From an optimization exercise on the open Yosys and OpenROAD flow, aimed at small area, a short achievable clock period and few clock cycles per item; shortcuts taken in it are not production practice. Where RTL was checked, it was by simulation tests only, not by an equivalence proof against the original.

==> zinc <==
// SNN
module SNN(
	input clk,
	input rst_n,
	input in_valid,
	input [7:0] img,
	input [7:0] ker,
	input [7:0] weight,
	output reg out_valid,
	output reg [9:0] out_data
);
export LEC_CHECK = 0
export CAP_MARGIN = 20
export CORE_MARGIN = 2
export CORE_UTILIZATION = 55
export CTS_BUF_LIST = sky130_fd_sc_hd__clkbuf_8
export CTS_CLUSTER_DIAMETER = 60
export CTS_CLUSTER_SIZE = 20
export SLEW_MARGIN = 20
export SYNTH_HIERARCHICAL = 1
create_clock -name core_clock -period 15.0 [get_ports {clk}]
standard.sh (not shown) runs the stock make flow with config.mk's settings and CLKGATE_MAP_FILE= SYNTH_SCRIPT=/design/flow/synth_recipe.tcl, a recipe that flattens the netlist after the stock synthesis.
==> flow/flow/run.sh <==
#!/bin/bash
set -euo pipefail
export BUFFER_PORTS_ARGS="-buffer_cell sky130_fd_sc_hd__buf_4"
export SETUP_SLACK_MARGIN=10.6
bash standard.sh > standard_flow.log 2>&1
==> harbor (differences from zinc) <==
- CTS_BUF_LIST: sky130_fd_sc_hd__clkbuf_8 -> sky130_fd_sc_hd__clkbuf_8 sky130_fd_sc_hd__clkbuf_16
- CTS_CLUSTER_DIAMETER: 60 -> 80
- CTS_CLUSTER_SIZE: 20 -> 25
==> summary of the runs <==
Register-to-register slack is about the same in harbor and zinc.
In zinc the first-iteration DRC count is higher than in harbor, by 4.1%.
Of zinc and harbor, harbor has the higher final area (gap about 0.9%, measured against harbor).
Between zinc and harbor, the lower cell count is in harbor (gap 0.33%, measured against harbor).
Against harbor, the worst setup slack of zinc is lower by 9.9 ps.
==> figures <==
quantity                                                       zinc          harbor
Result of the run                                    finished clean  finished clean
Stages on the worst setup path                                    7               8
Layout buffering overhead excluding clock cells              1.108%          1.132%
Antenna violations before repair                                  3               2
Clock transition at path regs                                110 ps          100 ps
Net count, final                                              3,570           3,564
Fraction of layout cells with a size suffix above 1          8.439%          7.976%
Max Fclk                                                  230.4 MHz       230.9 MHz
Final period demand of the worst path                       4340 ps         4330 ps
Worst-case setup margin in the final layout               10,660 ps       10,670 ps
DR WL met2                                                40,860 µm       40,840 µm
Vias per std cell                                             5.519           5.540
Area of the multi-input gates                            21,010 µm²      21,010 µm²
Function was not checked in any run of this note: the RTL went through the layout flow alone.

==> inputs of job 1320 <==
SNN, a different RTL version from the one above (not shown whole).
Design SNN, start of the top module:
module SNN(
	input clk,
	input rst_n,
	input in_valid,
	input [7:0] img,
	input [7:0] ker,
	input [7:0] weight,
	output reg out_valid,
	output reg [9:0] out_data
);
==> flow/config.mk <==
export PLATFORM = sky130hd
export DESIGN_NAME = SNN
export DESIGN_NICKNAME = SNN
export VERILOG_FILES = /design/flow/design.v
export SDC_FILE = /design/flow/constraint.sdc
export NUM_CORES = 4
export LEC_CHECK = 0
export CAP_MARGIN = 20
export CORE_MARGIN = 2
export CORE_UTILIZATION = 65
export CTS_BUF_LIST = sky130_fd_sc_hd__clkbuf_8 sky130_fd_sc_hd__clkbuf_16
export CTS_CLUSTER_DIAMETER = 80
export CTS_CLUSTER_SIZE = 25
export SLEW_MARGIN = 20
export SYNTH_HIERARCHICAL = 1
==> flow/constraint.sdc <==
create_clock -name core_clock -period 15.0 [get_ports {clk}]
set_input_delay 3.0000 -clock core_clock [delete_from_list [all_inputs] [get_ports {clk}]]
set_output_delay 3.0000 -clock core_clock [all_outputs]
set_load 0.01 [all_outputs]
==> flow/flow/run.sh <==
#!/bin/bash
set -euo pipefail
export BUFFER_PORTS_ARGS="-buffer_cell sky130_fd_sc_hd__buf_4"
export SETUP_SLACK_MARGIN=10.85
export CTS_ARGS="-sink_clustering_enable -repair_clock_nets -dont_use_dummy_load -sink_clustering_size 25 -sink_clustering_max_diameter 80 -buf_list {sky130_fd_sc_hd__clkbuf_8 sky130_fd_sc_hd__clkbuf_16}"
bash standard.sh > standard_flow.log 2>&1
==> job 5668: changes against job 1320 <==
==> flow/config.mk (replaced) <==
export PLATFORM = sky130hd
export DESIGN_NAME = SNN
export DESIGN_NICKNAME = SNN
export VERILOG_FILES = /design/flow/design.v
export SDC_FILE = /design/flow/constraint.sdc
export NUM_CORES = 4
export LEC_CHECK = 0
export CAP_MARGIN = 20
export CORE_MARGIN = 2
export CORE_UTILIZATION = 55
export CTS_BUF_LIST = sky130_fd_sc_hd__clkbuf_8 sky130_fd_sc_hd__clkbuf_16
export CTS_CLUSTER_DIAMETER = 80
export CTS_CLUSTER_SIZE = 25
export SLEW_MARGIN = 20
export SYNTH_HIERARCHICAL = 1
==> job 9930: changes against job 1320 <==
==> flow/config.mk (replaced) <==
export PLATFORM = sky130hd
export DESIGN_NAME = SNN
export DESIGN_NICKNAME = SNN
export VERILOG_FILES = /design/flow/design.v
export SDC_FILE = /design/flow/constraint.sdc
export NUM_CORES = 4
export LEC_CHECK = 0
export CAP_MARGIN = 20
export CORE_MARGIN = 2
export CORE_UTILIZATION = 45
export CTS_BUF_LIST = sky130_fd_sc_hd__clkbuf_8 sky130_fd_sc_hd__clkbuf_16
export CTS_CLUSTER_DIAMETER = 80
export CTS_CLUSTER_SIZE = 25
export SLEW_MARGIN = 20
export SYNTH_HIERARCHICAL = 1
==> job 3703: changes against job 1320 <==
--- a/flow/design.v
+++ b/flow/design.v
@@ -5,13 +5,13 @@
 	input [7:0] img,
 	input [7:0] ker,
 	input [7:0] weight,
 	output reg out_valid,
 	output reg [9:0] out_data
 );
-localparam [6:0] IDLE = 7'd127;
+localparam [6:0] IDLE = 7'd0;
 localparam [6:0] LAST = 7'd79;    
 reg [6:0] s;
 reg vld_r;
 always @(posedge clk or negedge rst_n) begin
 	if (!rst_n) begin
 		s <= IDLE;
@@ -2020,19 +2020,17 @@
 		g_img1 <= acc_n;
 		g_first <= (s == 7'd67);
 		fin <= (s == 7'd77);
 	end
 end
 wire [9:0] dbase = g_first ? 10'd0 : dacc;
-wire [9:0] dp = dbase + {2'd0, gq0} - {2'd0, gs};
-wire [9:0] dm = dbase + {2'd0, gs} - {2'd0, gq0};
-wire dge = gq0 >= gs;
-wire [9:0] dnew = dge ? dp : dm;
-wire big_p = dp[9:4] != 6'd0;
-wire big_m = dm[9:4] != 6'd0;
-wire dbig = dge ? big_p : big_m;
+wire [8:0] de = {1'b0, gq0} - {1'b0, gs};
+wire dneg = de[8];
+wire [7:0] dmag = de[7:0] ^ {8{dneg}};
+wire [9:0] dnew = dbase + {2'd0, dmag} + {9'd0, dneg};
+wire dbig = dnew[9:4] != 6'd0;
 always @(posedge clk) begin
 	gq0 <= gq1; gq1 <= gq2; gq2 <= gq3; gq3 <= g_ins ? gs : gq0;
 	if (g_img1) dacc <= dnew;
 end
 always @(posedge clk or negedge rst_n) begin
 	if (!rst_n) begin
==> flow/config.mk (replaced) <==
export PLATFORM = sky130hd
export DESIGN_NAME = SNN
export DESIGN_NICKNAME = SNN
export VERILOG_FILES = /design/flow/design.v
export SDC_FILE = /design/flow/constraint.sdc
export NUM_CORES = 4
export LEC_CHECK = 0
export CAP_MARGIN = 20
export CORE_MARGIN = 2
export CORE_UTILIZATION = 55
export CTS_BUF_LIST = sky130_fd_sc_hd__clkbuf_8 sky130_fd_sc_hd__clkbuf_16
export CTS_CLUSTER_DIAMETER = 80
export CTS_CLUSTER_SIZE = 25
export SLEW_MARGIN = 20
export SYNTH_HIERARCHICAL = 1
==> comparison table <==
| quantity | job 3703 | job 5668 | job 1320 | job 9930 |
|---|---|---|---|---|
| Most numerous cell in the Yosys netlist | sky130_fd_sc_hd__nand2_1 | sky130_fd_sc_hd__fa_1 | sky130_fd_sc_hd__fa_1 | sky130_fd_sc_hd__fa_1 |
| Crit path to | r1b[10] | out_data[5] | out_data[0] | r1b[10] |
| Number of vias per cell | 5.60 | 5.64 | 5.94 | 5.36 |
| Top layer used by detailed routing | met4 | met5 | met5 | met4 |
| Crit Path Category | reg2reg | reg2out | reg2out | reg2reg |
| Nets@finish | 3390 | 3484 | 3501 | 3485 |
| Number of antenna violations at the first check in global routing | 0 | 4 | 1 | 3 |
| Instance count on the critical path | 8 | 1 | 1 | 8 |
| Cells after synthesis | 2665 | 2765 | 2765 | 2765 |
| Post-synthesis xor/xnor area fraction | 2.68% | 2.61% | 2.61% | 2.61% |
| Most common library cell in the layout ignoring fill and taps | sky130_fd_sc_hd__nand2_1 | sky130_fd_sc_hd__fa_1 | sky130_fd_sc_hd__fa_1 | sky130_fd_sc_hd__fa_1 |
| Register share of the cell area | 32.4% | 31.9% | 32.0% | 31.7% |
| Status | finished clean | finished clean | finished clean | finished clean |
| Sequential standard cell area | 11200 um^2 | 11200 um^2 | 11200 um^2 | 11200 um^2 |
| Met1 usage | 35.3% | 35.0% | 41.2% | 27.1% |
Testbench counts of job 1320, summed over its fixed seeds: cycles 25,920, items 320.
Testbench counts of job 5668, summed over its fixed seeds: cycles 25,920, items 320.
Testbench counts of job 9930, summed over its fixed seeds: cycles 25,920, items 320.
Testbench counts of job 3703, summed over its fixed seeds: cycles 25,920, items 320.

==> inputs of 11-27 <==
SNN, a different RTL version from the one above (not shown whole).
Settings: LEC_CHECK=0, CAP_MARGIN=20, CORE_MARGIN=2, CORE_UTILIZATION=55, SLEW_MARGIN=20, SYNTH_HIERARCHICAL=1; clock period 15.0 ns.
==> flow/flow/run.sh <==
#!/bin/bash
set -euo pipefail
export BUFFER_PORTS_ARGS="-buffer_cell sky130_fd_sc_hd__buf_4"
export SETUP_SLACK_MARGIN=10.6
bash standard.sh > standard_flow.log 2>&1
==> 11-17 (differences from 11-27) <==
--- a/flow/design.v
+++ b/flow/design.v
@@ -45,17 +45,15 @@
 	if (idle0) w0 <= weight;
 	if (first) w1 <= weight;
 	if (s == 7'd1) w2 <= weight;
 	if (s == 7'd2) w3 <= weight;
 end
-reg [17:0] r1a, r1b;
-reg [18:0] r2a, r2b;
-reg [19:0] r3a, r3b;
+reg [19:0] r1a, r1b, r2a, r2b, r3a, r3b;
 reg [7:0] opa, opb, ka, kb, kc;
 reg fcz;
-wire [18:0] r2ga = {r2a[18:1] | {18{fcz}}, r2a[0] & ~fcz};
-wire [18:0] r2gb = r2b | {19{fcz}};
+wire [19:0] r2ga = {r2a[19:1] | {19{fcz}}, r2a[0] & ~fcz};
+wire [19:0] r2gb = r2b | {20{fcz}};
 wire t1_pp0_0_0 = ~(sr12[0] & k0[0]);
 wire t1_pp0_0_1 = ~(sr12[0] & k0[1]);
 wire t1_pp0_0_2 = ~(sr12[0] & k0[2]);
 wire t1_pp0_0_3 = ~(sr12[0] & k0[3]);
 wire t1_pp0_0_4 = ~(sr12[0] & k0[4]);
@@ -412,12 +410,12 @@
 wire t1_327, t1_328; FA ut1_327 (t1_298, t1_299, t1_263, t1_327, t1_328);
 wire t1_329, t1_330; FA ut1_329 (t1_300, t1_301, t1_267, t1_329, t1_330);
 wire t1_331, t1_332; FA ut1_331 (t1_302, t1_303, t1_271, t1_331, t1_332);
 wire t1_333, t1_334; FA ut1_333 (t1_304, t1_305, t1_275, t1_333, t1_334);
 wire t1_335, t1_336; FA ut1_335 (t1_306, t1_274, t1_276, t1_335, t1_336);
-wire [17:0] t1_a = {1'b1, t1_336, t1_334, t1_332, t1_330, t1_328, t1_326, t1_324, t1_322, t1_320, t1_318, t1_316, t1_314, t1_312, t1_310, t1_308, t1_307, t1_277};
-wire [17:0] t1_b = {1'b1, 1'b1, t1_335, t1_333, t1_331, t1_329, t1_327, t1_325, t1_323, t1_321, t1_319, t1_317, t1_315, t1_313, t1_311, t1_309, 1'b1, 1'b0};
+wire [19:0] t1_a = {1'b1, 1'b1, 1'b1, t1_336, t1_334, t1_332, t1_330, t1_328, t1_326, t1_324, t1_322, t1_320, t1_318, t1_316, t1_314, t1_312, t1_310, t1_308, t1_307, t1_277};
+wire [19:0] t1_b = {1'b1, 1'b1, 1'b1, 1'b1, t1_335, t1_333, t1_331, t1_329, t1_327, t1_325, t1_323, t1_321, t1_319, t1_317, t1_315, t1_313, t1_311, t1_309, 1'b1, 1'b0};
 wire t2_pp0_0_0 = ~(sr7[0] & k3[0]);
 wire t2_pp0_0_1 = ~(sr7[0] & k3[1]);
 wire t2_pp0_0_2 = ~(sr7[0] & k3[2]);
 wire t2_pp0_0_3 = ~(sr7[0] & k3[3]);
 wire t2_pp0_0_4 = ~(sr7[0] & k3[4]);
@@ -807,12 +805,14 @@
 wire t2_393, t2_394; FA ut2_393 (t2_358, t2_359, t2_329, t2_393, t2_394);
 wire t2_395, t2_396; FA ut2_395 (t2_360, t2_361, t2_333, t2_395, t2_396);
 wire t2_397, t2_398; FA ut2_397 (t2_362, t2_363, r1b[15], t2_397, t2_398);
 wire t2_399, t2_400; FA ut2_399 (t2_364, t2_365, 1'b1, t2_399, t2_400);
 wire t2_401, t2_402; FA ut2_401 (t2_366, r1a[17], r1b[17], t2_401, t2_402);
-wire [18:0] t2_a = {t2_402, t2_400, t2_398, t2_396, t2_394, t2_392, t2_390, t2_388, t2_386, t2_384, t2_382, t2_380, t2_378, t2_376, t2_374, t2_372, t2_370, t2_368, t2_367};
-wire [18:0] t2_b = {1'b1, t2_401, t2_399, t2_397, t2_395, t2_393, t2_391, t2_389, t2_387, t2_385, t2_383, t2_381, t2_379, t2_377, t2_375, t2_373, t2_371, t2_369, 1'b1};
+wire t2_403, t2_404; FA ut2_403 (r1a[18], r1b[18], 1'b1, t2_403, t2_404);
+wire t2_405, t2_406; FA ut2_405 (r1a[19], r1b[19], 1'b1, t2_405, t2_406);
+wire [19:0] t2_a = {t2_404, t2_402, t2_400, t2_398, t2_396, t2_394, t2_392, t2_390, t2_388, t2_386, t2_384, t2_382, t2_380, t2_378, t2_376, t2_374, t2_372, t2_370, t2_368, t2_367};
+wire [19:0] t2_b = {t2_405, t2_403, t2_401, t2_399, t2_397, t2_395, t2_393, t2_391, t2_389, t2_387, t2_385, t2_383, t2_381, t2_379, t2_377, t2_375, t2_373, t2_371, t2_369, 1'b1};
 wire t3_pp0_0_0 = ~(opa[0] & ka[0]);
 wire t3_pp0_0_1 = ~(opa[0] & ka[1]);
 wire t3_pp0_0_2 = ~(opa[0] & ka[2]);
 wire t3_pp0_0_3 = ~(opa[0] & ka[3]);
 wire t3_pp0_0_4 = ~(opa[0] & ka[4]);
@@ -1203,12 +1203,13 @@
 wire t3_395, t3_396; FA ut3_395 (t3_360, t3_361, t3_333, t3_395, t3_396);
 wire t3_397, t3_398; FA ut3_397 (t3_362, t3_363, r2gb[15], t3_397, t3_398);
 wire t3_399, t3_400; FA ut3_399 (t3_364, t3_365, 1'b1, t3_399, t3_400);
 wire t3_401, t3_402; FA ut3_401 (t3_366, r2ga[17], r2gb[17], t3_401, t3_402);
 wire t3_403, t3_404; FA ut3_403 (r2ga[18], r2gb[18], 1'b1, t3_403, t3_404);
+wire t3_405, t3_406; FA ut3_405 (r2ga[19], r2gb[19], 1'b1, t3_405, t3_406);
 wire [19:0] t3_a = {t3_404, t3_402, t3_400, t3_398, t3_396, t3_394, t3_392, t3_390, t3_388, t3_386, t3_384, t3_382, t3_380, t3_378, t3_376, t3_374, t3_372, t3_370, t3_368, t3_367};
-wire [19:0] t3_b = {1'b1, t3_403, t3_401, t3_399, t3_397, t3_395, t3_393, t3_391, t3_389, t3_387, t3_385, t3_383, t3_381, t3_379, t3_377, t3_375, t3_373, t3_371, t3_369, 1'b1};
+wire [19:0] t3_b = {t3_405, t3_403, t3_401, t3_399, t3_397, t3_395, t3_393, t3_391, t3_389, t3_387, t3_385, t3_383, t3_381, t3_379, t3_377, t3_375, t3_373, t3_371, t3_369, 1'b1};
 always @(posedge clk) begin
 	r1a <= t1_a; r1b <= t1_b;
 	r2a <= t2_a; r2b <= t2_b;
 	r3a <= t3_a; r3b <= t3_b;
 end
@@ -1970,14 +1971,14 @@
 	if (pv0) pm0 <= (pfirst || qs > pm0) ? qs : pm0;
 	pm1 <= pm1_nx;
 	if (pv2) pm2 <= (pfirst || qs > pm2) ? qs : pm2;
 	pm3 <= pm3_nx;
 end
-wire fcl = (s == 7'd29) || (s == 7'd36) || (s == 7'd38) || (s == 7'd39) ||
-           (s == 7'd65) || (s == 7'd72) || (s == 7'd74) || (s == 7'd75);
+wire fcl = (s == 7'd29) || (s == 7'd30) || (s == 7'd38) || (s == 7'd39) ||
+           (s == 7'd65) || (s == 7'd66) || (s == 7'd74) || (s == 7'd75);
 wire fc_row1 = (s == 7'd38) || (s == 7'd39) || (s == 7'd74) || (s == 7'd75);
-wire fc_odd = (s == 7'd36) || (s == 7'd39) || (s == 7'd72) || (s == 7'd75);
+wire fc_odd = (s == 7'd30) || (s == 7'd39) || (s == 7'd66) || (s == 7'd75);
 always @(posedge clk) begin
 	fcz <= fcl;
 	if (fcl) begin
 		opa <= fc_row1 ? pm2 : pm0;
 		opb <= fc_row1 ? pm3_nx : pm1_nx;
@@ -1992,19 +1993,19 @@
 		kc <= k8;
 	end
 end
 reg [7:0] gq0, gq1, gq2, gq3;
 reg [9:0] dacc;
-wire ins_n = (s == 7'd31) || (s == 7'd38) || (s == 7'd40) || (s == 7'd41);
-wire acc_n = (s == 7'd67) || (s == 7'd74) || (s == 7'd76) || (s == 7'd77);
-reg g_ins, g_img1, g_first, fin;
+wire g_v_n = (s == 7'd31) || (s == 7'd32) || (s == 7'd40) || (s == 7'd41) ||
+             (s == 7'd67) || (s == 7'd68) || (s == 7'd76) || (s == 7'd77);
+reg g_v, g_img1, g_first, fin;
 always @(posedge clk or negedge rst_n) begin
 	if (!rst_n) begin
-		g_ins <= 1'b0; g_img1 <= 1'b0; g_first <= 1'b0; fin <= 1'b0;
+		g_v <= 1'b0; g_img1 <= 1'b0; g_first <= 1'b0; fin <= 1'b0;
 	end else begin
-		g_ins <= ins_n;
-		g_img1 <= acc_n;
+		g_v <= g_v_n;
+		g_img1 <= g_v_n && (s >= 7'd67) && (s != IDLE);
 		g_first <= (s == 7'd67);
 		fin <= (s == 7'd77);
 	end
 end
 wire [9:0] dbase = g_first ? 10'd0 : dacc;
@@ -2014,11 +2015,13 @@
 wire [9:0] dnew = dge ? dp : dm;
 wire big_p = dp[9:4] != 6'd0;
 wire big_m = dm[9:4] != 6'd0;
 wire dbig = dge ? big_p : big_m;
 always @(posedge clk) begin
-	gq0 <= gq1; gq1 <= gq2; gq2 <= gq3; gq3 <= g_ins ? gs : gq0;
+	if (g_v) begin
+		gq0 <= gq1; gq1 <= gq2; gq2 <= gq3; gq3 <= gs;
+	end
 	if (g_img1) dacc <= dnew;
 end
 always @(posedge clk or negedge rst_n) begin
 	if (!rst_n) begin
 		out_valid <= 1'b0;
==> flow/flow/run.sh (replaced) <==
#!/bin/bash
set -euo pipefail
export BUFFER_PORTS_ARGS="-buffer_cell sky130_fd_sc_hd__buf_4"
export SETUP_SLACK_MARGIN=11
bash standard.sh > standard_flow.log 2>&1
==> impl_metrics.ini <==
[status]
status = timing/DRC/antenna clean

[critical_path]
critical_path_arrival_ns = 4.68
cp_common_cell = fa_2

[detailed_routing]
drt_first_iter_violations = 1409

[floorplanning]
dieHeight_um = 253.6

[yosys]
post_synth.cell_area_avg_um2 = 12.11

[layout]
multi_input_area_um2 = 22270
the above is filed under 11-17

==> impl_metrics.ini <==
[status]
status = timing/DRC/antenna clean

[clock_network]
root_buffer = clkbuf_16

[layout]
multi_input_area_um2 = 21720
drive_gt1_share_pct = 10.13

[floorplanning]
dieHeight_um = 252.6

[detailed_routing]
drt_first_iter_violations = 1457

[yosys]
post_synth.cell_area_avg_um2 = 11.94

[critical_path]
cp_common_cell = fa_1
critical_path_arrival_ns = 4.80
the above is filed under 11-27

Testbench counts of 11-27, summed over its fixed seeds: cycles 25,920, items 320.
Testbench counts of 11-17, summed over its fixed seeds: cycles 25,920, items 320.

==> afterwards: timing with drivers on the ports <==
Ports are ideal in the flow. The routed layouts listed here were re-timed in OpenROAD.
Step 1 assumes that a clkbuf_16 drives the clock port and a buf_2 every other input.
Step 2 adds t to the input delays and takes it off the output delays; t is the mean of the earliest and latest rising clock arrival at the registers after step 1. Input paths then give back, and output paths get back, about the clock's delay inside the block.
a / b / c = no drivers / after step 1 / after step 2; a / b = the first two.
run	t (ns)	setup WS [ns]	hold slack, ns	slew at the worst register clock pin (ns)	worst slew at a driven data input, ns
zinc	0.699	10.660 / 10.660 / 10.660	0.333 / 0.333 / 0.333	0.13 / 0.13	0.04
harbor	0.639	10.670 / 10.670 / 10.670	0.328 / 0.328 / 0.328	0.10 / 0.10	0.04
job 1320	0.654	10.878 / 10.818 / 10.888	0.293 / 0.293 / 0.293	0.10 / 0.10	0.03
job 5668	0.614	10.908 / 10.842 / 10.934	0.284 / 0.284 / 0.284	0.09 / 0.09	0.04
job 9930	0.611	10.907 / 10.846 / 10.907	0.273 / 0.273 / 0.273	0.10 / 0.10	0.03
job 3703	0.641	10.883 / 10.831 / 10.883	0.300 / 0.300 / 0.300	0.10 / 0.10	0.07
11-27	0.682	10.679 / 10.679 / 10.679	0.325 / 0.325 / 0.325	0.07 / 0.07	0.08
11-17	0.685	10.794 / 10.794 / 10.794	0.321 / 0.321 / 0.321	0.07 / 0.07	0.09
After both steps setup and hold are still met in every run listed.
